Source: an optimization exercise on an open RTL-to-GDS flow (aim: small area and a short achievable clock period). Production flows keep margins and buffers that such runs may drop. Only simulation tests tie the RTL to the original design; equivalence was not proved.

birch:
Design mips_core, start of the top module:
module mips_core(
    inst_addr,
    inst,
    mem_addr,
    mem_data_out,
    mem_data_in,
    mem_write_en,
    halted,
    clk,
    rst_b
);
    output  [31:0] inst_addr;
    input   [31:0] inst;
    output  [31:0] mem_addr;
    input   [31:0] mem_data_out;
    output  [31:0] mem_data_in;
    output         mem_write_en;
    output         halted;
    input          clk;
    input          rst_b;
    wire is_hazard_detected;
    wire [31:0] PC_IF, PC_ID, new_PC_ID;
    assign inst_addr = PC_IF;
    wire [31:0] inst_ID;
    wire prog_fl_chg_tkn_ID;
    wire mem_to_reg_ID, reg_write_en_ID, b_ID, jal_ID, is_load_ID, cache_en_ID, halted_ID;
    wire [5:0] alu_select_ID, opcode_ID, inst_func_ID;
    wire [4:0] rs_num_ID, rt_num_ID, src2_forwarding_ID, write_register_ID, shift_amount_ID;
    wire [31:0] val1_ID, val2_ID, rs_data_ID, rt_data_ID;
    wire [1:0] fwd1_ID, fwd2_ID, fwds_ID;
  ...
Size: ~23000 cells after synthesis, ~160 I/O pins.
==> flow/config.mk <==
export PLATFORM = sky130hd
export DESIGN_NAME = mips_core
export DESIGN_NICKNAME = mips_core
export VERILOG_FILES = /design/flow/design.v
export SDC_FILE = /design/flow/constraint.sdc
export NUM_CORES = 4
export LEC_CHECK = 0
export ABC_AREA = 1
export CAP_MARGIN = 35
export CORE_MARGIN = 2
export CORE_UTILIZATION = 40
export PLACE_DENSITY = 0.6
export SLEW_MARGIN = 30
==> flow/constraint.sdc <==
create_clock -name core_clock -period 92.0 [get_ports {clk}]
set_input_delay 18.4000 -clock core_clock [delete_from_list [all_inputs] [get_ports {clk}]]
set_output_delay 18.4000 -clock core_clock [all_outputs]
set_load 0.01 [all_outputs]
standard.sh (not shown) runs the stock make flow with config.mk's settings and CLKGATE_MAP_FILE= SYNTH_SCRIPT=/design/flow/synth_recipe.tcl, a recipe that flattens the netlist after the stock synthesis.
==> flow/flow/run.sh <==
#!/bin/bash
# The standard layout (standard.sh), with timing repair asked to overfix
# setup by a margin, using gate sizing only (no buffering, cloning or pin
# swaps), so the netlist keeps the synthesized structure.
set -e
export SETUP_SLACK_MARGIN=58
export SETUP_MOVE_SEQUENCE=sizeup
export SKIP_GATE_CLONING=1
export SKIP_PIN_SWAP=1
export SKIP_BUFFER_REMOVAL=1
export SKIP_LAST_GASP=1
bash standard.sh > standard.log 2>&1
birch reached the end of the flow, and the finished layout is clean on the timing, DRC and antenna checks.
For cedar, these inputs were changed with respect to birch:
==> flow/run.sh (new file) <==
#!/bin/bash
# synth_recipe.tcl (not shown) runs the flow's synth.tcl, then flattens the netlist and writes it again
# the make line also repeats each setting of config.mk as NAME=value (left out here)
make -C /OpenROAD-flow-scripts/flow DESIGN_CONFIG=/design/flow/config.mk WORK_HOME=/design/flow/orfs CLKGATE_MAP_FILE= SYNTH_SCRIPT=/design/flow/synth_recipe.tcl finish
removed: flow/flow/run.sh
removed: flow/standard.sh
### Flow results
Per the final summary, cedar finished and its layout is clean on timing, DRC and antenna.
birch ran to completion and came out clean on the timing, DRC and antenna checks.
birch → cedar: period utilization increased by 11 points relative to the old numbers; non-clock buffer count increased by about 0.36% relative to the old numbers; utilization decreased by 1.1 points relative to the old numbers.


mips_core, a different RTL version from the one above (not shown whole).
Size in the first run: roughly 23000 cells after synthesis, ~160 I/O pins, about 190000 um2 of cells after synthesis.
export LEC_CHECK = 0
export ABC_AREA = 1
export CAP_MARGIN = 35
export CORE_MARGIN = 2
export CORE_UTILIZATION = 55
export PLACE_DENSITY = 0.7
export SLEW_MARGIN = 30
create_clock -name core_clock -period 92.0 [get_ports {clk}]
==> flow/flow/run.sh <==
#!/bin/bash
# The standard layout (standard.sh), with timing repair asked to overfix
# setup by a margin: the divider paths already meet the clock, and without a
# margin repair_timing leaves them at minimum size.
set -e
export SETUP_SLACK_MARGIN=58
bash standard.sh > standard.log 2>&1
Rerun with:
--- a/flow/flow/run.sh
+++ b/flow/flow/run.sh
@@ -4,4 +4,4 @@
 # margin repair_timing leaves them at minimum size.
 set -e
-export SETUP_SLACK_MARGIN=58
+export SETUP_SLACK_MARGIN=56
 bash standard.sh > standard.log 2>&1
--- a/flow/config.mk
+++ b/flow/config.mk
@@ -9,5 +9,5 @@
 export CAP_MARGIN = 35
 export CORE_MARGIN = 2
-export CORE_UTILIZATION = 55
-export PLACE_DENSITY = 0.7
+export CORE_UTILIZATION = 40
+export PLACE_DENSITY = 0.6
 export SLEW_MARGIN = 30
Result:
- The changed run finished clean
- worst hold slack hardly moves
- count of clock-buffer cells in the layout is higher by 25
- fmax is higher by 1.1%
- global-route usage is lower by 14 points
- cell area is higher by 2.8%
- critical path depth is lower by 6

re-timing with driven ports:
How much do the figures lean on ideal ports? The routed layouts below were timed once more, with nothing changed but the port constraints. Step 1 sets driving cells, clkbuf_16 on the clock port and buf_2 on the other inputs (assumed; they add their load-dependent delay and slew). Step 2 also shifts input and output timing later by t, the mid clock arrival at the registers, as if the neighbouring blocks saw the same clock. a / b / c = ideal ports / drivers / drivers and shift; a / b = the first two.
| run | t, ns | setup WS [ns] | hold slack, ns | worst slew at a driven data input, ns |
|---|---|---|---|---|
| birch | 1.070 | 49.624 / 49.624 / 49.624 | 0.346 / 0.346 / 0.346 | 0.18 |
| cedar | 1.060 | 39.105 / 39.105 / 39.105 | 0.402 / 0.402 / 0.402 | 0.15 |
| the first run of note 2 | 1.100 | 54.667 / 54.667 / 54.667 | 0.349 / 0.349 / 0.349 | 0.17 |
| the second run of note 2 | 1.028 | 55.065 / 55.065 / 55.065 | 0.347 / 0.347 / 0.347 | 0.12 |
After both steps every run listed still meets setup and hold.
